Context: an optimization exercise on an open-source flow, tuned for small area. The choices shown serve that exercise and are no tape-out recipe.
Only simulation tests tie the RTL to the original design; equivalence was not proved.
Power is estimated from default activity; no workload was simulated.

==> flow/config.mk <==
export PLATFORM = sky130hd
export DESIGN_NAME = all_mod
export DESIGN_NICKNAME = all_mod
export VERILOG_FILES = /design/flow/design.v
export SDC_FILE = /design/flow/constraint.sdc
export NUM_CORES = 4
export LEC_CHECK = 0
export CAP_MARGIN = 20
export CORE_MARGIN = 2
export CORE_UTILIZATION = 40
export CTS_BUF_LIST = sky130_fd_sc_hd__clkbuf_16
export CTS_CLUSTER_DIAMETER = 100
export CTS_CLUSTER_SIZE = 26
export PLACE_DENSITY = 0.75
export SLEW_MARGIN = 20
==> flow/constraint.sdc <==
create_clock -name core_clock -period 10.0 [get_ports {clk}]
set_input_delay 2.0000 -clock core_clock [delete_from_list [all_inputs] [get_ports {clk}]]
set_output_delay 2.0000 -clock core_clock [all_outputs]
set_load 0.01 [all_outputs]
==> flow/design.v <==
`timescale 1ns/1ps
module regs_uart (
    input  logic       clk,
    input  logic       rst,
    input  logic       wr_i,
    input  logic       rd_i,
    input  logic       rx_fifo_empty_i,
    input  logic       rx_oe,
    input  logic       rx_pe,
    input  logic       rx_fe,
    input  logic [7:0] rx_fifo_in,
    input  logic [2:0] addr_i,
    input  logic [7:0] din_i,
    output logic       tx_push_o,
    output logic       rx_pop_o,
    output logic       baud_out,
    output logic       baud_d,
    output logic       fifo_en,
    output logic [7:0] lcr,
    output logic [7:0] dout_o
);
    logic dlab;
    assign dlab = lcr[7];
    logic a0, a1, a2, a3, a5, a7;
    assign a0 = (addr_i == 3'd0);
    assign a1 = (addr_i == 3'd1);
    assign a2 = (addr_i == 3'd2);
    assign a3 = (addr_i == 3'd3);
    assign a5 = (addr_i == 3'd5);
    assign a7 = (addr_i == 3'd7);
    assign tx_push_o = wr_i & a0 & ~dlab;
    assign rx_pop_o  = rd_i & a0 & ~dlab;
    logic [7:0] rx_data;
    always_ff @(posedge clk) if (rx_pop_o | rst) rx_data <= rx_fifo_in;
    logic wr_dlsb, wr_dmsb;
    assign wr_dlsb = wr_i & a0 & dlab;
    assign wr_dmsb = wr_i & a1 & dlab;
    logic [7:0] din_r;       
    assign din_r = din_i & {8{~rst}};
    logic [7:0] dlsb, dmsb;
    always_ff @(posedge clk) if (wr_dlsb | rst) dlsb <= din_r;
    always_ff @(posedge clk) if (wr_dmsb | rst) dmsb <= din_r;
    logic dl_updated;
    always_ff @(posedge clk) dl_updated <= wr_dlsb | wr_dmsb;
    logic [15:0] baud_counter;
    logic        bc_zero;
    assign bc_zero = (baud_counter == 16'd0);
    always_ff @(posedge clk, posedge rst) begin
        if (rst)                         baud_counter <= '0;
        else if (dl_updated | bc_zero)   baud_counter <= {dmsb, dlsb};
        else                             baud_counter <= baud_counter - 16'd1;
    end
    always_ff @(posedge clk, posedge rst) begin
        if (rst) baud_out <= 1'b0;
        else     baud_out <= (|{dmsb, dlsb}) & bc_zero;
    end
    always_ff @(posedge clk) baud_d <= baud_out;
    always_ff @(posedge clk) if (wr_i & a2 | rst) fifo_en <= din_r[0];
    always_ff @(posedge clk) if (wr_i & a3 | rst) lcr <= din_r;
    logic [7:0] lcr_temp;
    always_ff @(posedge clk, posedge rst) begin
        if (rst)             lcr_temp <= '0;
        else if (rd_i & a3)  lcr_temp <= lcr;
    end
    logic lsr_dr, lsr_oe;
    always_ff @(posedge clk) begin
        lsr_dr <= ~rx_fifo_empty_i;
        lsr_oe <= rx_oe;
    end
    logic [4:0] lsr_temp;    
    always_ff @(posedge clk, posedge rst) begin
        if (rst)             lsr_temp <= '0;
        else if (rd_i & a5)  lsr_temp <= {1'b1, rx_fe, rx_pe, lsr_oe, lsr_dr};
    end
    logic [7:0] scr, scr_temp;
    always_ff @(posedge clk) if (wr_i & a7 | rst) scr <= din_r;
    always_ff @(posedge clk, posedge rst) begin
        if (rst)             scr_temp <= '0;
        else if (rd_i & a7)  scr_temp <= scr;
    end
    always_ff @(posedge clk, posedge rst) begin
        if (rst) dout_o <= '0;
        else case (addr_i)
            3'd0:    dout_o <= dlab ? dlsb : rx_data;
            3'd1:    dout_o <= dlab ? dmsb : 8'h00;
            3'd3:    dout_o <= lcr_temp;
            3'd5:    dout_o <= {1'b0, lsr_temp[4], lsr_temp[4], 1'b0, lsr_temp[3:0]};
            3'd7:    dout_o <= scr_temp;
            default: dout_o <= 8'h00;
        endcase
    end
endmodule
`timescale 1ns/1ps
module fifo_top #(
    parameter bit ZERO_HEAD = 1'b0    
) (
    input  logic       clk,
    input  logic       rst,
    input  logic       en,
    input  logic       push_in,
    input  logic       pop_in,
    input  logic [7:0] din,
    output logic [7:0] dout,
    output logic       empty,
    output logic       overrun
);
    logic [7:0] s [15];
    logic [3:0] n;
    logic       nonempty, full_t;
    logic push, pop;
    assign push = push_in & ~full_t;
    assign pop  = pop_in & nonempty;
    always_ff @(posedge clk) begin
        if (push) begin
            s[0] <= din;
            for (int i = 1; i < 15; i++) s[i] <= s[i-1];
        end
    end
    always_ff @(posedge clk, posedge rst) begin
        if (rst) begin
            n        <= 4'd0;
            nonempty <= 1'b0;
            full_t   <= 1'b0;
        end else begin
            case ({push, pop})
                2'b10: begin
                    n        <= n + 4'd1;
                    nonempty <= 1'b1;
                    full_t   <= (n == 4'd14) | ~en;
                end
                2'b01: begin
                    n        <= n - 4'd1;
                    nonempty <= (n != 4'd1) & en;
                    full_t   <= 1'b0;
                end
                default: ;
            endcase
        end
    end
    always_comb begin
        case (n)
            4'd1: dout = s[0];   4'd2: dout = s[1];   4'd3: dout = s[2];   4'd4: dout = s[3];
            4'd5: dout = s[4];   4'd6: dout = s[5];   4'd7: dout = s[6];   4'd8: dout = s[7];
            4'd9: dout = s[8];   4'd10: dout = s[9];  4'd11: dout = s[10]; 4'd12: dout = s[11];
            4'd13: dout = s[12]; 4'd14: dout = s[13]; 4'd15: dout = s[14];
            default: dout = ZERO_HEAD ? 8'h00 : s[0];
        endcase
    end
    always_ff @(posedge clk, posedge rst) begin
        if (rst) overrun <= 1'b0;
        else     overrun <= push_in & full_t;
    end
    assign empty = ~nonempty;
endmodule
module fifo_tx (
    input  logic       clk,
    input  logic       rst,
    input  logic       en,
    input  logic       push_in,
    input  logic       pop_in,
    input  logic [7:0] din,
    output logic [7:0] dout,
    output logic       empty
);
    logic [3:0] n;               
    logic       nonempty, full_t;
    logic push, pop;
    assign push = push_in & ~full_t;
    assign pop  = pop_in & nonempty;
    always_ff @(posedge clk, posedge rst) begin
        if (rst) begin
            n        <= 4'd0;
            nonempty <= 1'b0;
            full_t   <= 1'b0;
        end else begin
            case ({push, pop})
                2'b10: begin
                    n        <= n + 4'd1;
                    nonempty <= 1'b1;
                    full_t   <= (n == 4'd14) | ~en;
                end
                2'b01: begin
                    n        <= n - 4'd1;
                    nonempty <= (n != 4'd1) & en;
                    full_t   <= 1'b0;
                end
                default: ;
            endcase
        end
    end
    assign empty = ~nonempty;
    logic [7:0] h;
    logic       hv;
    logic [7:0] c [14];
    logic [13:0] v;
    logic direct, pc;
    assign direct = push & ((n == 4'd0) | ((n == 4'd1) & pop));
    assign pc     = push & ~direct;
    logic [13:0] m;
    always_comb begin
        m[13] = v[13] & (~hv | pop);
        for (int i = 12; i >= 0; i--)
            m[i] = v[i] & (~v[i+1] | m[i+1]);
    end
    always_ff @(posedge clk, posedge rst) begin
        if (rst) begin
            v  <= '0;
            hv <= 1'b0;
        end else begin
            v[0] <= pc | (v[0] & ~m[0]);
            for (int i = 1; i < 14; i++)
                v[i] <= m[i-1] | (v[i] & ~m[i]);
            hv <= direct | m[13] | (hv & ~pop);
        end
    end
    always_ff @(posedge clk) begin
        if (pc) c[0] <= din;
        for (int i = 1; i < 14; i++)
            if (m[i-1]) c[i] <= c[i-1];
        if (direct)     h <= din;
        else if (m[13]) h <= c[13];
    end
    assign dout = h;
endmodule
`timescale 1ns / 1ps
module uart_tx_top (
    input  logic       clk,
    input  logic       rst,
    input  logic       baud_pulse,
    input  logic       baud_d,        
    input  logic       thre,
    input  logic       set_break,
    input  logic       sticky_parity,
    input  logic       eps,
    input  logic       pen,
    input  logic       stb,
    input  logic [1:0] wls,
    input  logic [7:0] din,
    output logic       pop,
    output logic       tx
);
    localparam STATE_IDLE = 2'b00;
    localparam STATE_STRT = 2'b01;
    localparam STATE_TRAN = 2'b10;
    localparam STATE_PARI = 2'b11;
    logic [1:0] state_reg;
    logic [4:0] count;
    logic [2:0] bit_count;
    logic [7:0] shift_reg;
    logic       d_parity, parity_out;
    logic cz, bz, start;
    assign cz    = (count == 5'd0);
    assign bz    = (bit_count == 3'd0);
    assign start = ~thre & cz;
    logic [4:0] stop_len;
    assign stop_len = ~stb ? 5'd15 : (wls == 2'b00) ? 5'd23 : 5'd31;
    always_ff @(posedge clk) begin
        if (rst) state_reg <= STATE_IDLE;
        else if (baud_pulse) begin
            case (state_reg)
                STATE_IDLE: if (start)       state_reg <= STATE_STRT;
                STATE_STRT: if (cz)          state_reg <= STATE_TRAN;
                STATE_TRAN: if (bz & cz)     state_reg <= pen ? STATE_PARI : STATE_IDLE;
                STATE_PARI: if (cz)          state_reg <= STATE_IDLE;
            endcase
        end
    end
    always_ff @(posedge clk, posedge rst) begin
        if (rst) count <= '0;
        else if (baud_pulse) begin
            if (!cz)                                            count <= count - 5'd1;
            else if (state_reg == STATE_PARI ||
                     (state_reg == STATE_TRAN && bz && !pen))   count <= stop_len;
            else                                                count <= 5'd15;
        end
    end
    always_ff @(posedge clk) begin
        if (baud_pulse) begin
            case (state_reg)
                STATE_IDLE: if (start)     bit_count <= {1'b1, wls};
                STATE_TRAN: if (!bz & cz)  bit_count <= bit_count - 3'd1;
                default: ;
            endcase
        end
    end
    always_ff @(posedge clk) begin
        if (baud_pulse) begin
            case (state_reg)
                STATE_IDLE: if (start)     shift_reg <= din;
                STATE_STRT: if (cz)        shift_reg <= shift_reg >> 1;
                STATE_TRAN: if (!bz & cz)  shift_reg <= shift_reg >> 1;
                default: ;
            endcase
        end
    end
    always_ff @(posedge clk) begin
        if (baud_pulse && state_reg == STATE_STRT)
            case (wls)
                2'b00: d_parity <= ^shift_reg[4:0];
                2'b01: d_parity <= ^shift_reg[5:0];
                2'b10: d_parity <= ^shift_reg[6:0];
                2'b11: d_parity <= ^shift_reg[7:0];
            endcase
    end
    always_ff @(posedge clk) begin
        if (baud_pulse && state_reg == STATE_TRAN)
            parity_out <= sticky_parity ? ~eps : (d_parity ^ ~eps);
    end
    assign pop = baud_d & (state_reg == STATE_STRT) & (count == 5'd15);
    logic tx_data;
    always_comb begin
        tx_data  = tx;
        if (baud_pulse) begin
            case (state_reg)
                STATE_IDLE: if (start) tx_data = 1'b0;
                STATE_STRT: if (cz) tx_data = shift_reg[0];
                STATE_TRAN: if (cz) tx_data = !bz ? shift_reg[0] : pen ? parity_out : 1'b1;
                STATE_PARI: if (cz) tx_data = 1'b1;
            endcase
        end
    end
    always_ff @(posedge clk, posedge rst) begin
        if (rst) tx <= 1'b1;
        else     tx <= tx_data & ~set_break;
    end
endmodule
`timescale 1ns / 1ps
module uart_rx_top (
    input  logic       clk,
    input  logic       rst,
    input  logic       baud_pulse,
    input  logic       baud_d,        
    input  logic       sticky_parity,
    input  logic       eps,
    input  logic       pen,
    input  logic [1:0] wls,
    input  logic       rx,
    output logic       push,
    output logic       pe,            
    output logic       fe,            
    output logic [7:0] data_out
);
    logic rx_reg;
    always_ff @(posedge clk) rx_reg <= rx;
    localparam STATE_IDLE = 3'b000;
    localparam STATE_STRT = 3'b001;
    localparam STATE_TRAN = 3'b010;
    localparam STATE_PARI = 3'b011;
    localparam STATE_STOP = 3'b100;
    logic [2:0] state_reg;
    logic [3:0] count;
    logic [2:0] bit_count;
    logic       pe_reg;
    logic cz, c7, c6, bz;
    assign cz = (count == 4'd0);
    assign c7 = (count == 4'd7);
    assign c6 = (count == 4'd6);
    assign bz = (bit_count == 3'd0);
    always_ff @(posedge clk) begin
        if (rst) state_reg <= STATE_IDLE;
        else if (baud_pulse) begin
            case (state_reg)
                STATE_IDLE: if (~rx_reg)       state_reg <= STATE_STRT;
                STATE_STRT: if (c7 & rx)       state_reg <= STATE_IDLE;
                            else if (cz)       state_reg <= STATE_TRAN;
                STATE_TRAN: if (bz & cz)       state_reg <= pen ? STATE_PARI : STATE_STOP;
                STATE_PARI: if (cz)            state_reg <= STATE_STOP;
                STATE_STOP: if (cz)            state_reg <= STATE_IDLE;
                default:                       state_reg <= STATE_IDLE;
            endcase
        end
    end
    always_ff @(posedge clk) begin
        if (baud_pulse) begin
            if (state_reg == STATE_IDLE || cz || (state_reg == STATE_STRT && c7 && rx))
                count <= 4'd15;
            else
                count <= count - 4'd1;
        end
    end
    always_ff @(posedge clk) begin
        if (baud_pulse) begin
            case (state_reg)
                STATE_STRT: if (cz)        bit_count <= {1'b1, wls};
                STATE_TRAN: if (!bz & cz)  bit_count <= bit_count - 3'd1;
                default: ;
            endcase
        end
    end
    always_ff @(posedge clk, posedge rst) begin
        if (rst) data_out <= '0;
        else if (baud_pulse && state_reg == STATE_TRAN && c7) begin
            case (wls)
                2'b00: data_out <= {3'b000, rx, data_out[4:1]};
                2'b01: data_out <= {2'b00,  rx, data_out[5:1]};
                2'b10: data_out <= {1'b0,   rx, data_out[6:1]};
                2'b11: data_out <= {        rx, data_out[7:1]};
            endcase
        end
    end
    always_ff @(posedge clk) begin
        if (baud_pulse && state_reg == STATE_TRAN && cz && bz)
            pe_reg <= sticky_parity ? ~(rx ^ eps) : ~^{rx, data_out, eps};
    end
    logic pe_strobe;
    assign pe_strobe = baud_d & c6 & (state_reg == STATE_PARI);
    assign push      = baud_d & c6 & (state_reg == STATE_STOP);
    always_ff @(posedge clk, posedge rst) begin
        if (rst) begin
            pe <= 1'b0;
            fe <= 1'b0;
        end else begin
            if (pe_strobe) pe <= pe_reg;
            if (push)      fe <= ~rx_reg;
        end
    end
endmodule
`timescale 1ns /1ps
module all_mod (
    input  logic       clk, rst, wr, rd,
    input  logic       rx,
    input  logic [2:0] addr,
    input  logic [7:0] din,
    output logic       tx,
    output logic [7:0] dout
);
    logic       baud_pulse, baud_d, fifo_en;
    logic [7:0] lcr;
    logic       tx_fifo_push, tx_fifo_pop, tx_fifo_empty;
    logic [7:0] tx_fifo_out;
    logic       rx_fifo_push, rx_fifo_pop, rx_fifo_empty, r_oe, r_pe, r_fe;
    logic [7:0] rx_fifo_out, rx_out;
    regs_uart uart_regs_inst (
        .clk (clk),
        .rst (rst),
        .wr_i (wr),
        .rd_i (rd),
        .rx_fifo_empty_i (rx_fifo_empty),
        .rx_oe (r_oe),
        .rx_pe (r_pe),
        .rx_fe (r_fe),
        .rx_fifo_in (rx_fifo_out),
        .addr_i (addr),
        .din_i (din),
        .tx_push_o (tx_fifo_push),
        .rx_pop_o (rx_fifo_pop),
        .baud_out (baud_pulse),
        .baud_d (baud_d),
        .fifo_en (fifo_en),
        .lcr (lcr),
        .dout_o (dout)
    );
    uart_tx_top uart_tx_inst (
        .clk (clk),
        .rst (rst),
        .baud_pulse (baud_pulse),
        .baud_d (baud_d),
        .thre (tx_fifo_empty),
        .set_break (lcr[6]),
        .sticky_parity (lcr[5]),
        .eps (lcr[4]),
        .pen (lcr[3]),
        .stb (lcr[2]),
        .wls (lcr[1:0]),
        .din (tx_fifo_out),
        .pop (tx_fifo_pop),
        .tx (tx)
    );
    fifo_tx tx_fifo_inst (
        .clk (clk),
        .rst (rst),
        .en (fifo_en),
        .push_in (tx_fifo_push),
        .pop_in (tx_fifo_pop),
        .din (din),
        .dout (tx_fifo_out),
        .empty (tx_fifo_empty)
    );
    uart_rx_top uart_rx_inst (
        .clk (clk),
        .rst (rst),
        .baud_pulse (baud_pulse),
        .baud_d (baud_d),
        .sticky_parity (lcr[5]),
        .eps (lcr[4]),
        .pen (lcr[3]),
        .wls (lcr[1:0]),
        .rx (rx),
        .push (rx_fifo_push),
        .pe (r_pe),
        .fe (r_fe),
        .data_out (rx_out)
    );
    fifo_top #(.ZERO_HEAD(1'b1)) rx_fifo_inst (
        .clk (clk),
        .rst (rst),
        .en (fifo_en),
        .push_in (rx_fifo_push),
        .pop_in (rx_fifo_pop),
        .din (rx_out),
        .dout (rx_fifo_out),
        .empty (rx_fifo_empty),
        .overrun (r_oe)
    );
endmodule
==> flow/run.sh <==
#!/bin/bash
# synth_recipe.tcl (not shown) runs the flow's synth.tcl, then flattens the netlist and writes it again
# the make line also repeats each setting of config.mk as NAME=value (left out here)
make -C /OpenROAD-flow-scripts/flow DESIGN_CONFIG=/design/flow/config.mk WORK_HOME=/design/flow/orfs CLKGATE_MAP_FILE= SYNTH_SCRIPT=/design/flow/synth_recipe.tcl finish
==> flow_summary.toml, run 1 <==
[status]
outcome = "complete, no violations"

[power_and_ir_drop]
p_leak_nw = 6.04
ir_worst_vdd_mv = 0.0934
power_density_nw_per_um2 = 196

[route]
num_vias = 8717
drtIter0Drc = 899
drt_wl_total_um = 28800
drc_errors = 0
ant_nets = 0
wl_per_cell_um = 17.9
dr.pass1.iters = 6
avgViaCountPerCell = 5.40

[clock_tree]
cts_num_sinks = 402
cts_resized = 0
clk_pin_slew_ns = 0.09
htreeDepth = 1
clockBufferDepth = 3
tritoncts = "built"
holdBufCountCts = 0
cts_buffers = 20
cts_setup_buffers = 0
clockRootBuffer = "clkbuf_16"
insertion_delay_ns = 0.54

[cells_and_area]
area_growth_pct = 8.90
num-nets-final = 1117
final_layout_size_suffix_gt1_share_pct = 9.64
multi_input_area_um2 = 4030
largest_reg_flops = 120
diodes = 0
fill_cells = 3446
final-seq-area_um2 = 11500
finalInstanceArea_um2 = 17300
largest-register = "rx_fifo_inst.s"
largest_registers = "rx_fifo_inst.s x120, tx_fifo_inst.c x112, uart_regs_inst.baud_counter x16"

[sta]
rsz0062_at_grt = "false"
finalHoldViolCount = 0
slew-limit-headroom_pct = 32.6
fin_ws_ns = 5.67
tns_ns = 0
setup_viol = 0
worst_pin_slew_ns = 1.01
period_share_pct = 43.3
slew_violations = 0
max_freq_ghz = 0.231
clock_skew_ns = 0.0342
hold-worst-slack_ns = 0.349
fin_crit_ns = 4.33

[synthesis]
synthFlopType = "edfxtp_1"
yosysSeqAreaShare_pct = 72.5
synthCells = 1063
ys_types = 69
synth_top_area_cell = "edfxtp_1"
ys_ff_latch = 402
synth_nets = 1105
synth.top_cell.area_share_pct = 57.1
yosysMostFrequentCell = "edfxtp_1"
synth.area.top_cells = "edfxtp_1 57%, dfrtp_1 14%, mux2_2 3.5%, ha_1 2.0%, xnor2_1 1.7%"
synth_edf_count = 302
netlist_area_um2 = 15900
synthTopCellsByCount = "302 x edfxtp_1, 89 x dfrtp_1, 57 x nor2_1, 56 x nand2_1, 51 x a21oi_1"
ys_warn_count = 7
ys_async_sr_fraction_pct = 22.4
syn_area_per_cell_um2 = 15.0

[setup_path]
crit_path_top_delay_cell = "nor2b_1"
path_cells = "clkdlybuf4s50_1, inv_1, nand2b_1, or4_1, nor2b_1"
cp-start-kind = "input port"
critical_path_class = "in -> reg"
cp.arrival_ns = 4.50
rrSetupSlack_ns = 6.89
timing.critical_path.to_type = "flop"
cp_slowest_stage_delay_ns = 0.82
crit_fanout = 16
required_ns = 10.17

[global_route]
grt_antenna_before_repair = 0
grt_pass1_wl_um = 46300
grt_max_degree = 64
grt_overflow = 0
grt_usage_pct = 14.0
grt_pass1_vias = 8592

[die]
ios = 25
fp.dieW_um = 203
design.core.area_um2 = 39500
die-area_um2 = 41300
start_util_pct = 40.3
row_count = 73
chipHeight_um = 203

[place]
dp_slack_ns = 5.19
dpl-instance-area_um2 = 16700
place_congestion = 0.902
hpwl_um = 19200
io_buffers = 24

[flow_run]
timing.max_cap.violations = 0

[hold_path]
hold_path.class = "reg -> reg"
-- metrics by stage --
step / util, % / cells / power [mW]
global route: 43.9 / 1614 / 3.55
detailed placement: 42.3 / 1578 / 2.54
global placement: 42.3 / 1577 / 2.52
floorplan: - / 1063 / 2.36
CTS: 43.9 / 1614 / 3.43
finish: 43.9 / 1614 / 3.40
-- cell usage in the layout (no fill, tap or decap), drive strengths merged, types with 19 or more instances in the layout --
cell type,instances
edfxtp,302
dfrtp,89
inv,60
nor2,58
nand2,56
a21oi,51
mux2,50
o21ai,43
xnor2,31
ha,26
clkdlybuf4s50,24
nor2b,20
clkbuf,20
nand3,19
-- power by group --
group	leakage [nW]	switching, mW	internal (mW)
Clock	0.339	0.511	0.381
Sequential	3.91	0.0927	1.89
Combinational	1.80	0.309	0.215
Total	6.04	0.913	2.49
-- final cells by class --
class	count	share of cell area, %
sequential	402	66.6
multi-input combinational	571	23.3
tap	525	3.80
clock buffer	20	2.89
timing repair buffer	34	1.84
inverter	46	1.03
clock inverter	16	0.600
-- worst paths after layout --
kind / startpoint / endpoint / depth (start not counted)
min in group asynchronous: rst / uart_regs_inst.lcr_temp[3] / 3
worst max-delay path: addr[0] / tx_fifo_inst.c[0][1] / 5
worst min register to register: rx_fifo_inst.overrun / uart_regs_inst.lsr_oe / 0
worst min-delay path: rx_fifo_inst.overrun / uart_regs_inst.lsr_oe / 0
worst max register to register: uart_tx_inst.state_reg[1] / tx_fifo_inst.c[4][5] / 7
max in group asynchronous: rst / uart_regs_inst.dout_o[0] / 4
-- metal layers --
metal,track usage (%),vias to the layer above,wire length [um],share of wire [%]
met5,0,-,0,0
met4,4.38,0,817,2.8
met3,1.93,51,1500,5.2
met2,21.9,238,13400,46
met1,20.5,4394,13100,45
li1,-,4034,-,-
-- kinds of logic (layout without fill, tap and decap cells) --
| kind of cell | after synthesis | in the layout | share of synthesized area (%) |
|---|---|---|---|
| xor+xnor | 42 | 42 | 2.31 |
| flops | 402 | 402 | 72.5 |
| mux | 63 | 63 | 4.52 |
| simple gates | 237 | 237 | 7.72 |
| compound gates | 203 | 203 | 8.69 |
| fa+ha+maj | 26 | 26 | 2.05 |
| buf+inv | 90 | 116 | 2.21 |
-- critical path, delay by kind of cell --
| kind | cells | cell delay [ns] |
|---|---|---|
| AND/OR/NAND/NOR | 3 | 1.46 |
| buffers and inverters | 2 | 1.02 |
==> run 2, diff against run 1 <==
==> flow/flow/run.sh (new file) <==
#!/bin/bash
# Own layout flow: the standard ORFS flow (standard.sh, unchanged synthesis) with two
# layout choices changed through ORFS's own variables:
#  - port buffers use the smallest buffer cell instead of the resizer's default pick;
#  - the clock tree uses clkbuf_16 leaf buffers on clusters of up to 26 flip-flops and
#    inserts no dummy loads.
set -euo pipefail
export BUFFER_PORTS_ARGS="-buffer_cell sky130_fd_sc_hd__buf_1"
export CTS_ARGS="-sink_clustering_enable -repair_clock_nets -sink_clustering_size 30 -sink_clustering_max_diameter 100 -buf_list sky130_fd_sc_hd__clkbuf_16 -root_buf sky130_fd_sc_hd__clkbuf_8 -tree_buf sky130_fd_sc_hd__clkbuf_8 -sink_clustering_buffer sky130_fd_sc_hd__clkbuf_16 -dont_use_dummy_load"
bash standard.sh finish > standard_flow.log 2>&1
==> flow/standard.sh (new file) <==
#!/bin/bash
# synth_recipe.tcl (not shown) runs the flow's synth.tcl, then flattens the netlist and writes it again
# the make line also repeats each setting of config.mk as NAME=value (left out here)
make -C /OpenROAD-flow-scripts/flow DESIGN_CONFIG=/design/flow/config.mk WORK_HOME=/design/flow/orfs CLKGATE_MAP_FILE= SYNTH_SCRIPT=/design/flow/synth_recipe.tcl "${@:-finish}"
--- a/flow/config.mk
+++ b/flow/config.mk
@@ -7,3 +7,3 @@
 export LEC_CHECK = 0
-export CAP_MARGIN = 20
+export CAP_MARGIN = 10
 export CORE_MARGIN = 2
@@ -13,3 +13,2 @@
 export CTS_CLUSTER_SIZE = 26
-export PLACE_DENSITY = 0.75
-export SLEW_MARGIN = 20
+export SLEW_MARGIN = 10
removed: flow/run.sh
==> run 2 against run 1 <==
Fmax increased by 16%. Non-clock buffer count is 1 higher. Via count shrank 2.1%. Register-to-register slack hardly changed. Core utilization shrank 0.81 points.
==> flow_summary.toml, run 2 <==
[synthesis]
synthFlopType = "edfxtp_1"
yosysMostFrequentCell = "edfxtp_1"
synthAdderAreaFrac_pct = 2.05
synthCells = 1063
synth.area.top_cells = "edfxtp_1 57%, dfrtp_1 14%, mux2_2 3.5%, ha_1 2.0%, xnor2_1 1.7%"
synth_top_area_cell = "edfxtp_1"
ys_warn_count = 7
synth.top_cell.area_share_pct = 57.1
synth_xor_area_share_pct = 2.31
netlist_area_um2 = 15900
yosysSeqAreaShare_pct = 72.5
synth-simple-area-share_pct = 7.72
synthMuxAreaShare_pct = 4.52
synth_top_family_by_area = "compound AO/OA/AOI/OAI gates"
syn_area_per_cell_um2 = 15.0
synthTopCellsByCount = "302 x edfxtp_1, 89 x dfrtp_1, 57 x nor2_1, 56 x nand2_1, 51 x a21oi_1"
ys_async_sr_fraction_pct = 22.4
ys_types = 69
synth_edf_count = 302
synth_nets = 1105
ys_ff_latch = 402
synth_compound_area_share_pct = 8.69

[setup_path]
timing.critical_path.to_type = "flop"
rrSetupSlack_ns = 6.88
critical_path_class = "in -> reg"
cp.arrival_ns = 4.04
cp_slowest_stage_delay_ns = 0.51
path_cells = "buf_1, inv_1, nand2b_1, or4_1, nor2_2, mux2_2"
cp-start-kind = "input port"
r2r_start = "uart_tx_inst.state_reg[1]"
ff2ff_path_depth = 7
required_ns = 10.32
cp.buffers_inverters = 2
crit_path_top_delay_cell = "or4_1"
crit_fanout = 16
cp_top_family = "simple AND/OR/NAND/NOR gates"
reg2reg_to = "tx_fifo_inst.c[4][1]"

[clock_tree]
tritoncts = "built"
clockBufferDepth = 3
cts_setup_buffers = 0
htreeDepth = 1
cts_resized = 0
insertion_delay_ns = 0.60
cts_num_sinks = 402
holdBufCountCts = 0
clk_pin_slew_ns = 0.11
clockRootBuffer = "clkbuf_8"
cts_buffers = 18

[route]
dr.pass1.iters = 5
drt_wl_total_um = 29900
num_vias = 8532
drc_errors = 0
wl_per_cell_um = 18.7
ant_nets = 0
avgViaCountPerCell = 5.34
drtIter0Drc = 780

[cells_and_area]
area_growth_pct = 6.90
finalInstanceArea_um2 = 17000
final_layout_size_suffix_gt1_share_pct = 9.42
largest-register = "rx_fifo_inst.s"
final_common_cell = "edfxtp_1"
final_cell_mix = "302 x edfxtp_1, 89 x dfrtp_1, 57 x nor2_1"
largest_reg_flops = 120
utilization_pct = 43.1
num-nets-final = 1116
largest_registers = "rx_fifo_inst.s x120, tx_fifo_inst.c x112, uart_regs_inst.baud_counter x16"

[hold_path]
holdCritStartpoint = "rx_fifo_inst.overrun"
worstHoldPathCells = 0
hold_path.class = "reg -> reg"
worstHoldEndpoint = "uart_regs_inst.lsr_oe"

[sta]
max_freq_ghz = 0.269
fin_ws_ns = 6.28
tns_ns = 0
setup_viol = 0
rsz0062_at_grt = "false"
slew_violations = 0
slew-limit-headroom_pct = 19.4
finalHoldViolCount = 0
period_share_pct = 37.2
worst_pin_slew_ns = 1.21
fin_crit_ns = 3.72
clock_skew_ns = 0.121

[global_route]
grt_max_degree = 97
grt_antenna_before_repair = 1
grt_usage_pct = 14.4
grt_pass1_wl_um = 46900
grt_overflow = 0
grt_pass1_vias = 8224

[die]
row_count = 73
fp.dieW_um = 203
ios = 25
design.core.area_um2 = 39500
chipHeight_um = 203
start_util_pct = 40.3
die-area_um2 = 41300

[place]
io_buffers = 24
dp_slack_ns = 5.68
dpl-instance-area_um2 = 16600
hpwl_um = 20000
place_congestion = 0.816

[power_and_ir_drop]
power_mw = 3.26
ir_worst_vdd_mv = 0.113
power_density_nw_per_um2 = 192
p_leak_nw = 5.85

[flow_run]
timing.max_cap.violations = 0

[status]
outcome = "complete, no violations"
==> run 2: kinds of logic (layout without fill, tap and decap cells) <==
| family | after synthesis | count (layout) |
|---|---|---|
| other | 0 | 1 |
| and+or+nand+nor | 237 | 237 |
| adders and majority gates | 26 | 26 |
| AOI/OAI and AO/OA | 203 | 203 |
| buffers and inverters | 90 | 99 |
| xor gates and xnor gates | 42 | 42 |
| muxes | 63 | 63 |
| DFF | 402 | 402 |
==> run 2: how the worst max path moves through the flow <==
stage | slack, ns | startpoint | depth (start not counted) | end
final | 6.28 | addr[0] | 6 | tx_fifo_inst.h[1]
after global routing | 6.10 | addr[0] | 6 | tx_fifo_inst.h[1]
after CTS | 6.34 | addr[0] | 6 | tx_fifo_inst.h[1]
after detailed placement | 5.68 | addr[0] | 5 | tx_fifo_inst.c[0][0]
after global placement | 5.77 | addr[0] | 5 | tx_fifo_inst.c[0][0]
after floorplan | 4.71 | rst | 3 | uart_regs_inst.lcr[0]
==> run 2: routing by layer <==
metal | wire (um) | GRT usage (%) | vias to the layer above
met2 | 13600 | 21.9 | 205
met4 | 560 | 3.65 | 0
met3 | 1500 | 1.66 | 37
met5 | 0 | 0 | -
li1 | - | - | 3997
met1 | 14200 | 21.9 | 4293
==> run 2: area by class of cell <==
cell class | instances | area [um2]
Sequential cell | 402 | 11500
Inverter | 46 | 178
Tap cell | 525 | 657
Fill cell | 3597 | 22500
Timing Repair Buffer | 35 | 173
Antenna cell | 1 | 2.50
Multi-Input combinational cell | 571 | 4040
Clock buffer | 18 | 417
==> run 2: power by group <==
part           switching [mW]  total (mW)  internal (mW)  leakage [nW]
sequential             0.0817        1.97           1.89          3.91
combinational           0.321       0.526          0.205          1.74
clock                   0.467       0.763          0.296         0.206
total                   0.870        3.26           2.39          5.85
==> run 2: worst reg2reg max path: cells and delay by family (launching register included) <==
family                   cells  cell delay (ns)
adder cells (fa/ha/maj)      1             0.29
flip-flops                   1             0.37
buffers and inverters        1             0.09
AO/OA/AOI/OAI                2             1.23
AND/OR/NAND/NOR              3             0.76
==> run 2: stage by stage <==
stage / instances / hold WS, ns
after floorplan: 1063 / 0.324
after detailed placement: 1579 / 0.329
final: 1598 / 0.355
after global placement: 1579 / 0.325
after CTS: 1597 / 0.355
after global routing: 1597 / 0.364
==> run 3, diff against run 2 <==
==> flow/config.mk (replaced) <==
export PLATFORM = sky130hd
export DESIGN_NAME = all_mod
export DESIGN_NICKNAME = all_mod
export VERILOG_FILES = /design/flow/design.v
export SDC_FILE = /design/flow/constraint.sdc
export NUM_CORES = 4
export LEC_CHECK = 0
export CAP_MARGIN = 20
export CORE_MARGIN = 2
export CORE_UTILIZATION = 55
export SLEW_MARGIN = 20
==> run 3 against run 2 <==
Area after synthesis stayed put. Core utilization rose by 16 points. Sequential share of layout area rose by 0.81 points. Count of clock-buffer cells in the layout decreased by 1. Global-route usage increased by 6.2 points. Sequential power about the same. Final area down 1.2%. Still clean. Die area shrank 27%.
==> flow_summary.toml, run 3 <==
[cells_and_area]
largest-register = "rx_fifo_inst.s"
final_cells = 1457
largest_registers = "rx_fifo_inst.s x120, tx_fifo_inst.c x112, uart_regs_inst.baud_counter x16"
final_cell_mix = "302 x edfxtp_1, 89 x dfrtp_1, 57 x nor2_1"
diodes = 0
largest_reg_flops = 120
area_growth_pct = 5.63
final_layout_size_suffix_gt1_share_pct = 9.41
final_common_cell = "edfxtp_1"
num-nets-final = 1117

[sta]
clock_skew_ns = 0.0831
tns_ns = 0
worst_pin_slew_ns = 1.03
fin_crit_ns = 3.81
finalHoldViolCount = 0
slew_violations = 0
max_freq_ghz = 0.262
period_share_pct = 38.1
setup_viol = 0
slew-limit-headroom_pct = 31.4
rsz0062_at_grt = "false"

[clock_tree]
clockBufferDepth = 3
htreeDepth = 1
cts_setup_buffers = 0
cts_buffers = 17
clk_pin_slew_ns = 0.12
holdBufCountCts = 0
insertion_delay_ns = 0.59
clockRootBuffer = "clkbuf_8"
tritoncts = "built"
cts_num_sinks = 402
cts_resized = 0

[synthesis]
synth_top_area_cell = "edfxtp_1"
synthCells = 1063
ys_ff_latch = 402
synth.area.top_cells = "edfxtp_1 57%, dfrtp_1 14%, mux2_2 3.5%, ha_1 2.0%, xnor2_1 1.7%"
yosysSeqAreaShare_pct = 72.5
syn_area_per_cell_um2 = 15.0
ys_types = 69
ys_warn_count = 7
synth.top_cell.area_share_pct = 57.1
netlist_area_um2 = 15900
yosysMostFrequentCell = "edfxtp_1"
synth_nets = 1105
ys_async_sr_fraction_pct = 22.4
synthTopCellsByCount = "302 x edfxtp_1, 89 x dfrtp_1, 57 x nor2_1, 56 x nand2_1, 51 x a21oi_1"
synth_edf_count = 302
synthFlopType = "edfxtp_1"

[place]
dp.cells = 1440
hpwl_um = 20600
io_buffers = 24
place_congestion = 0.796

[power_and_ir_drop]
power_mw = 3.25
clockPowerShare_pct = 22.7
ir_worst_vdd_mv = 0.123
combPwrFrac_pct = 16.3
power.internal_mw = 2.38
p_switching_mw = 0.871
p_sw_share_pct = 26.8
p_leak_nw = 5.85
pwr-share-seq_pct = 61.0
power_density_nw_per_um2 = 194

[route]
num_vias = 8496
avgViaCountPerCell = 5.83
drt_wl_total_um = 30500
wl_per_cell_um = 20.9
ant_nets = 0
drc_errors = 0
drtIter0Drc = 739
dr.pass1.iters = 9

[setup_path]
timing.critical_path.to_type = "flop"
cp.arrival_ns = 4.06
crit_fanout = 64
cp-start-kind = "input port"
required_ns = 10.25
critical_path_class = "in -> reg"

[die]
design.core.area_um2 = 28500
chipHeight_um = 174
fp.dieW_um = 174
row_count = 62
die-area_um2 = 30300
start_util_pct = 55.7
ios = 25

[global_route]
grt_pass1_wl_um = 48300
grt_pass1_vias = 8215
grt_usage_pct = 20.6
grt_antenna_before_repair = 0
grt_overflow = 0
grt_max_degree = 80

[status]
outcome = "complete, no violations"

[flow_run]
timing.max_cap.violations = 0

[hold_path]
hold_path.class = "reg -> reg"
==> run 3: final cells by class <==
class                   count  area [um2]
well taps                 384         480
repair buffers             37         188
flip-flops and latches    402       11500
fillers                  2292       11800
inverters                  46         178
clock buffers              17         392
multi-input cells         571        4030
==> run 3: kinds of logic after synthesis <==
group           count (synthesis)  share of synthesized area, %
xor+xnor                       42                          2.31
simple gates                  237                          7.72
flops                         402                          72.5
buf+inv                        90                          2.21
compound gates                203                          8.69
mux                            63                          4.52
fa+ha+maj                      26                          2.05
==> run 3: critical path, cell delays in order <==
cell     delay (ns)
buf_1          0.41
inv_4          0.49
buf_4          0.73
nand2_1        0.42
==> run 3: final timing paths <==
check | to | from | slack (ns) | cells past startpoint
hold / removal | uart_regs_inst.lsr_oe | rx_fifo_inst.overrun | 0.36 | 0
max in group asynchronous | uart_rx_inst.data_out[0] | rst | 6.86 | 3
hold reg to reg | uart_regs_inst.lsr_oe | rx_fifo_inst.overrun | 0.36 | 0
setup reg to reg | tx_fifo_inst.c[4][6] | uart_tx_inst.state_reg[1] | 6.78 | 8
setup / recovery | uart_regs_inst.dlsb[4] | rst | 6.19 | 4
min in group asynchronous | uart_regs_inst.baud_counter[3] | rst | 1.87 | 2
==> run 3: per-stage QoR <==
| step | hold WS, ns | worst slack (ns) | instance area, um2 | util (%) |
|---|---|---|---|---|
| after floorplan | 0.324 | 4.71 | 15900 | - |
| after global placement | 0.329 | 5.44 | 16400 | 57.4 |
| after detailed placement | 0.334 | 5.40 | 16400 | 57.4 |
| after CTS | 0.363 | 6.03 | 16800 | 58.8 |
| after global routing | 0.364 | 5.91 | 16800 | 58.8 |
| final | 0.359 | 6.19 | 16800 | 58.8 |
==> run 3: metal layers <==
| metal | vias up | part of all wire (%) | wire [um] | GRT usage, % |
|---|---|---|---|---|
| met5 | - | 0 | 0 | 0 |
| met3 | 33 | 4.9 | 1490 | 2.93 |
| met4 | 0 | 1.7 | 531 | 4.62 |
| met2 | 187 | 47 | 14200 | 31.9 |
| li1 | 4006 | - | - | - |
| met1 | 4270 | 47 | 14200 | 31.3 |
==> run 3: power groups by stage <==
stage | Sequential [mW] | Combinational [mW] | Clock, mW
after detailed placement | 2.02 | 0.529 | 0
final | 1.98 | 0.528 | 0.740
after global routing | 2.00 | 0.584 | 0.828
after floorplan | 1.98 | 0.380 | 0
after global placement | 2.02 | 0.526 | 0
after CTS | 1.98 | 0.533 | 0.771
==> run 4, diff against run 3 <==
--- a/flow/config.mk
+++ b/flow/config.mk
@@ -9,3 +9,4 @@
 export CORE_MARGIN = 2
-export CORE_UTILIZATION = 55
+export CORE_UTILIZATION = 40
+export PLACE_DENSITY = 0.75
 export SLEW_MARGIN = 20
==> run 4 against run 3 <==
Still clean. Power is 0.72% lower. Count of clock-buffer cells in the layout stayed put. Synthesized cell count unchanged. Global-route usage is 6.7 points lower. Critical path depth increased by 1. Register-to-register slack better by 0.10 ns. Fmax decreased by 2.3%. Clock power decreased by 0.5%. Combinational power shrank 2%. Worst setup slack lost 0.089 ns.
==> flow_summary.toml, run 4 <==
[power_and_ir_drop]
ir_worst_vdd_mv = 0.0941
power_mw = 3.23
p_leak_nw = 5.83
power_density_nw_per_um2 = 190

[sta]
hold-worst-slack_ns = 0.350
finalHoldViolCount = 0
rsz0062_at_grt = "false"
fin_crit_ns = 3.90
fin_ws_ns = 6.10
slew_violations = 0
max_freq_ghz = 0.256
clock_skew_ns = 0.0904
slew-limit-headroom_pct = 30.3
period_share_pct = 39.0
tns_ns = 0
setup_viol = 0
worst_pin_slew_ns = 1.04

[route]
drtIter0Drc = 875
num_vias = 8691
drc_errors = 0
dr.pass1.iters = 5
wl_per_cell_um = 18.1
ant_nets = 0
drt_wl_total_um = 28800
avgViaCountPerCell = 5.45

[place]
dpl-instance-area_um2 = 16500
dp_slack_ns = 5.61
dp.cells = 1577
place_congestion = 0.864
hpwl_um = 19400
io_buffers = 24

[synthesis]
yosysSeqAreaShare_pct = 72.5
syn_area_per_cell_um2 = 15.0
synthMuxAreaShare_pct = 4.52
synth-simple-area-share_pct = 7.72
synth.area.top_cells = "edfxtp_1 57%, dfrtp_1 14%, mux2_2 3.5%, ha_1 2.0%, xnor2_1 1.7%"
synth_xor_area_share_pct = 2.31
synthCells = 1063
synth_edf_count = 302
synth_top_family_by_area = "compound AO/OA/AOI/OAI gates"
synth_top_area_cell = "edfxtp_1"
synth_nets = 1105
yosysMostFrequentCell = "edfxtp_1"
synth_compound_area_share_pct = 8.69
synthFlopType = "edfxtp_1"
ys_async_sr_fraction_pct = 22.4
synthAdderAreaFrac_pct = 2.05
netlist_area_um2 = 15900
ys_types = 69
ys_ff_latch = 402
synth.top_cell.area_share_pct = 57.1
synthTopCellsByCount = "302 x edfxtp_1, 89 x dfrtp_1, 57 x nor2_1, 56 x nand2_1, 51 x a21oi_1"
ys_warn_count = 7

[cells_and_area]
final_cell_mix = "302 x edfxtp_1, 89 x dfrtp_1, 57 x nor2_1"
largest-register = "rx_fifo_inst.s"
largest_reg_flops = 120
final_layout_size_suffix_gt1_share_pct = 9.17
largest_registers = "rx_fifo_inst.s x120, tx_fifo_inst.c x112, uart_regs_inst.baud_counter x16"
multi_input_area_um2 = 4040
num-nets-final = 1113
final_common_cell = "edfxtp_1"
fill_cells = 3501
final_cells = 1595
area_growth_pct = 6.64
utilization_pct = 43.0
final-seq-area_um2 = 11500
finalInstanceArea_um2 = 16900

[die]
row_count = 73
die-area_um2 = 41300
fp.dieW_um = 203
design.core.area_um2 = 39500
ios = 25
chipHeight_um = 203
start_util_pct = 40.3

[clock_tree]
tritoncts = "built"
clockBufferDepth = 3
holdBufCountCts = 0
insertion_delay_ns = 0.61
clk_pin_slew_ns = 0.11
cts_num_sinks = 402
htreeDepth = 1
cts_resized = 0
cts_setup_buffers = 0
cts_buffers = 17
clockRootBuffer = "clkbuf_8"

[hold_path]
hold_path.class = "reg -> reg"
worstHoldPathCells = 0

[setup_path]
cp_top_family = "simple AND/OR/NAND/NOR gates"
timing.critical_path.to_type = "flop"
cp.buffers_inverters = 2
cp_slowest_stage_delay_ns = 0.84
required_ns = 10.18
critical_path_class = "in -> reg"
worst-path-stages = 5
ff2ff_path_depth = 7
cp.arrival_ns = 4.08
cp-start-kind = "input port"
crit_path_top_delay_cell = "nor2b_1"
crit_fanout = 16
path_cells = "buf_1, inv_1, nand2b_1, or4_1, nor2b_1"

[global_route]
grt_antenna_before_repair = 0
grt_overflow = 0
grt_usage_pct = 13.9
grt_pass1_wl_um = 45900
grt_max_degree = 86
grt_pass1_vias = 8379

[flow_run]
timing.max_cap.violations = 0

[status]
outcome = "complete, no violations"
## run 4: cell counts after synthesis
No cell type changed its count.
## run 4: path summary, 6_finish.rpt
check,from,end,slack (ns)
max,addr[0],tx_fifo_inst.c[0][1],6.10
min,rx_fifo_inst.overrun,uart_regs_inst.lsr_oe,0.35
max reg2reg,uart_tx_inst.state_reg[1],tx_fifo_inst.c[4][0],6.88
min reg2reg,rx_fifo_inst.overrun,uart_regs_inst.lsr_oe,0.35
max in group asynchronous,rst,uart_rx_inst.data_out[7],7.25
min in group asynchronous,rst,uart_regs_inst.baud_out,1.66
## run 4: cell families after synthesis
group                      after synthesis
AOI/OAI and AO/OA                      203
buffers and inverters                   90
adders and majority gates               26
xor gates and xnor gates                42
and+or+nand+nor                        237
muxes                                   63
DFF                                    402
## run 4: final cells by class
cell class | count | share of cell area (%)
multi-input cells | 571 | 23.8
diodes | 1 | 0.0148
flip-flops and latches | 402 | 68.0
repair buffers | 33 | 0.930
clock buffers | 17 | 2.31
inverters | 46 | 1.05
well taps | 525 | 3.88
## run 4: where the power goes
part	switching [mW]	total, mW	leakage [nW]	internal, mW
Sequential	0.0808	1.97	3.91	1.89
Clock	0.457	0.736	0.194	0.279
Combinational	0.315	0.520	1.73	0.205
## run 4: routing by layer
| metal | vias up | share of wire [%] | track usage [%] |
|---|---|---|---|
| li1 | 3997 | - | - |
| met1 | 4382 | 45 | 20.2 |
| met2 | 258 | 46 | 21.8 |
| met3 | 54 | 5.2 | 1.87 |
| met5 | - | 0 | 0 |
| met4 | 0 | 3.0 | 4.20 |
==> run 5, diff against run 4 <==
==> flow/flow/run.sh (replaced) <==
#!/bin/bash
# Own layout flow: the standard ORFS flow (standard.sh, with its synthesis unchanged) with
# two layout choices changed through ORFS's own variables:
#  - port buffers use the smallest buffer cell (buf_1) instead of the resizer's default pick;
#  - the clock tree uses clkbuf_16 leaf buffers on clusters of up to 30 flip-flops (clkbuf_8
#    above them) and inserts no dummy loads.
# make's full output goes to standard_flow.log here; each ORFS step also logs under orfs/logs.
set -euo pipefail
export BUFFER_PORTS_ARGS="-buffer_cell sky130_fd_sc_hd__buf_1"
export CTS_ARGS="-sink_clustering_enable -repair_clock_nets -sink_clustering_size 30 -sink_clustering_max_diameter 100 -buf_list sky130_fd_sc_hd__clkbuf_16 -root_buf sky130_fd_sc_hd__clkbuf_8 -tree_buf sky130_fd_sc_hd__clkbuf_8 -sink_clustering_buffer sky130_fd_sc_hd__clkbuf_16 -dont_use_dummy_load"
bash standard.sh finish > standard_flow.log 2>&1
==> run 5 against run 4 <==
Still clean on timing, DRC and antenna. Register-to-register slack is essentially flat. Sequential share of layout area is the same. Non-clock buffer count is the same. Largest cell class unchanged. Highest routed layer unchanged.
==> flow_summary.toml, run 5 <==
[synthesis]
synth_edf_count = 302
synth_top_area_cell = "edfxtp_1"
synth.area.top_cells = "edfxtp_1 57%, dfrtp_1 14%, mux2_2 3.5%, ha_1 2.0%, xnor2_1 1.7%"
yosysSeqAreaShare_pct = 72.5
yosysMostFrequentCell = "edfxtp_1"
ys_async_sr_fraction_pct = 22.4
synth_nets = 1105
synth.top_cell.area_share_pct = 57.1
ys_warn_count = 7
syn_area_per_cell_um2 = 15.0
ys_ff_latch = 402
ys_types = 69
synthCells = 1063
netlist_area_um2 = 15900
synthTopCellsByCount = "302 x edfxtp_1, 89 x dfrtp_1, 57 x nor2_1, 56 x nand2_1, 51 x a21oi_1"
synthFlopType = "edfxtp_1"

[hold_path]
holdCritStartpoint = "rx_fifo_inst.overrun"
worstHoldPathCells = 0
worstHoldEndpoint = "uart_regs_inst.lsr_oe"
hold_path.class = "reg -> reg"

[power_and_ir_drop]
pwr-share-seq_pct = 61.1
p_switching_mw = 0.853
p_leak_nw = 5.83
power.internal_mw = 2.37
power_density_nw_per_um2 = 190
combPwrFrac_pct = 16.1
ir_worst_vdd_mv = 0.0941
p_sw_share_pct = 26.4
clockPowerShare_pct = 22.8

[setup_path]
crit_fanout = 16
cp-start-kind = "input port"
crit_path_top_delay_cell = "nor2b_1"
path_cells = "buf_1, inv_1, nand2b_1, or4_1, nor2b_1"
r2r_start = "uart_tx_inst.state_reg[1]"
rrSetupSlack_ns = 6.88
setup.worst_path.start = "addr[0]"
cp.arrival_ns = 4.08
required_ns = 10.18
reg2reg_to = "tx_fifo_inst.c[4][0]"
critical_path_class = "in -> reg"
timing.critical_path.to_type = "flop"
cp_slowest_stage_delay_ns = 0.84
ff2ff_path_depth = 7

[clock_tree]
cts_buffers = 17
holdBufCountCts = 0
tritoncts = "built"
cts_resized = 0
insertion_delay_ns = 0.61
clockBufferDepth = 3
cts_num_sinks = 402
htreeDepth = 1
cts_setup_buffers = 0
clk_pin_slew_ns = 0.11
clockRootBuffer = "clkbuf_8"

[route]
ant_nets = 0
dr.pass1.iters = 5
wl_per_cell_um = 18.1
drc_errors = 0
num_vias = 8691
avgViaCountPerCell = 5.45
drt_wl_total_um = 28800
drtIter0Drc = 875

[cells_and_area]
final_cell_mix = "302 x edfxtp_1, 89 x dfrtp_1, 57 x nor2_1"
largest_registers = "rx_fifo_inst.s x120, tx_fifo_inst.c x112, uart_regs_inst.baud_counter x16"
area_growth_pct = 6.64
num-nets-final = 1113
largest-register = "rx_fifo_inst.s"
final_common_cell = "edfxtp_1"
largest_reg_flops = 120
final_layout_size_suffix_gt1_share_pct = 9.17
utilization_pct = 43.0

[sta]
clock_skew_ns = 0.0904
slew_violations = 0
period_share_pct = 39.0
setup_viol = 0
tns_ns = 0
rsz0062_at_grt = "false"
worst_pin_slew_ns = 1.04
max_freq_ghz = 0.256
fin_crit_ns = 3.90
finalHoldViolCount = 0
slew-limit-headroom_pct = 30.3

[global_route]
grt-busiest-layer = "met2"
use_met1_pct = 20.2
grt_pass1_wl_um = 45900
grt_pass1_vias = 8379
grtUsageMet2_pct = 21.8
grt_antenna_before_repair = 0
grt_usage_pct = 13.9
grt_overflow = 0
grt_max_degree = 86
met3_usage_pct = 1.87

[place]
io_buffers = 24
place_congestion = 0.864
hpwl_um = 19400

[status]
outcome = "complete, no violations"

[die]
fp.dieW_um = 203
die-area_um2 = 41300
start_util_pct = 40.3
row_count = 73
chipHeight_um = 203
ios = 25
design.core.area_um2 = 39500

[flow_run]
timing.max_cap.violations = 0
## run 5: area by class of cell
type                       instances  area [um2]
antenna                            1        2.50
sequential                       402       11500
fill                            3501       22500
timing repair buffer              33         158
inverter                          46         178
clock buffer                      17         392
multi-input combinational        571        4040
tap                              525         657
## run 5: how the worst max path moves through the flow
stage / end
detailed placement: tx_fifo_inst.c[0][1]
floorplan: uart_regs_inst.lcr[0]
global route: tx_fifo_inst.c[0][0]
global placement: tx_fifo_inst.c[0][3]
finish: tx_fifo_inst.c[0][1]
CTS: tx_fifo_inst.c[0][0]
## run 5: power groups by stage
stage | combinational [mW] | sequential, mW | clock [mW]
final | 0.520 | 1.97 | 0.736
after global routing | 0.571 | 1.98 | 0.817
after CTS | 0.520 | 1.97 | 0.767
after detailed placement | 0.516 | 2.01 | 0
after global placement | 0.508 | 2.00 | 0
after floorplan | 0.380 | 1.98 | 0
## run 5: critical path: cells and delay by family
kind | cells | cell delay, ns
buffers and inverters | 2 | 0.59
AND/OR/NAND/NOR | 3 | 1.48
## run 5: cell families after synthesis
kind of cell | after synthesis | synth area share [%]
XOR/XNOR | 42 | 2.31
AO/OA/AOI/OAI | 203 | 8.69
buffers and inverters | 90 | 2.21
adder cells (fa/ha/maj) | 26 | 2.05
multiplexers | 63 | 4.52
flip-flops | 402 | 72.5
AND/OR/NAND/NOR | 237 | 7.72
## run 5: per-stage QoR
stage          setup slack (ns)  power, mW  area (um2)  hold slack, ns  std cells
2_1_floorplan              4.71       2.36       15900           0.324       1063
3_3_place_gp               5.70       2.51       16500           0.324       1577
3_5_place_dp               5.61       2.52       16500           0.336       1577
4_1_cts                    6.20       3.26       16900           0.361       1594
5_1_grt                    6.01       3.37       16900           0.387       1594
6_report                   6.10       3.23       16900           0.350       1595
## run 5: per-layer routing
layer	vias up	routed length, um
li1	3997	-
met1	4382	13100
met2	258	13400
met3	54	1490
met4	0	856
met5	-	0

separate check: timing with driven ports:
No port has a modelled driver above. Below, the same layouts with a new extraction and two added sets of constraints.
Step 1 (the two cells are an assumption about what drives the block):
set clk [get_ports {clk}]
set_driving_cell -lib_cell sky130_fd_sc_hd__clkbuf_16 $clk
set_driving_cell -lib_cell sky130_fd_sc_hd__buf_2 [delete_from_list [all_inputs] $clk]
Step 2, shift: input delay + t, output delay - t, t = (earliest + latest rising clock arrival at the registers) / 2. This alone moves slack from input paths to output paths.
Three values: ideal, step 1, step 2; two values: the first two.
run	t (ns)	setup WS [ns]	worst setup path at the end	cell pins on the clock port's net
run 1	0.577	5.672 / 5.694 / 5.118	input to register	1
run 2	0.598	6.279 / 6.293 / 5.696	input to register	1
run 3	0.603	6.187 / 6.212 / 5.610	input to register	1
run 4	0.615	6.098 / 6.110 / 5.495	input to register	1
run 5	0.615	6.098 / 6.110 / 5.495	input to register	1
After both steps every run listed still meets setup and hold.
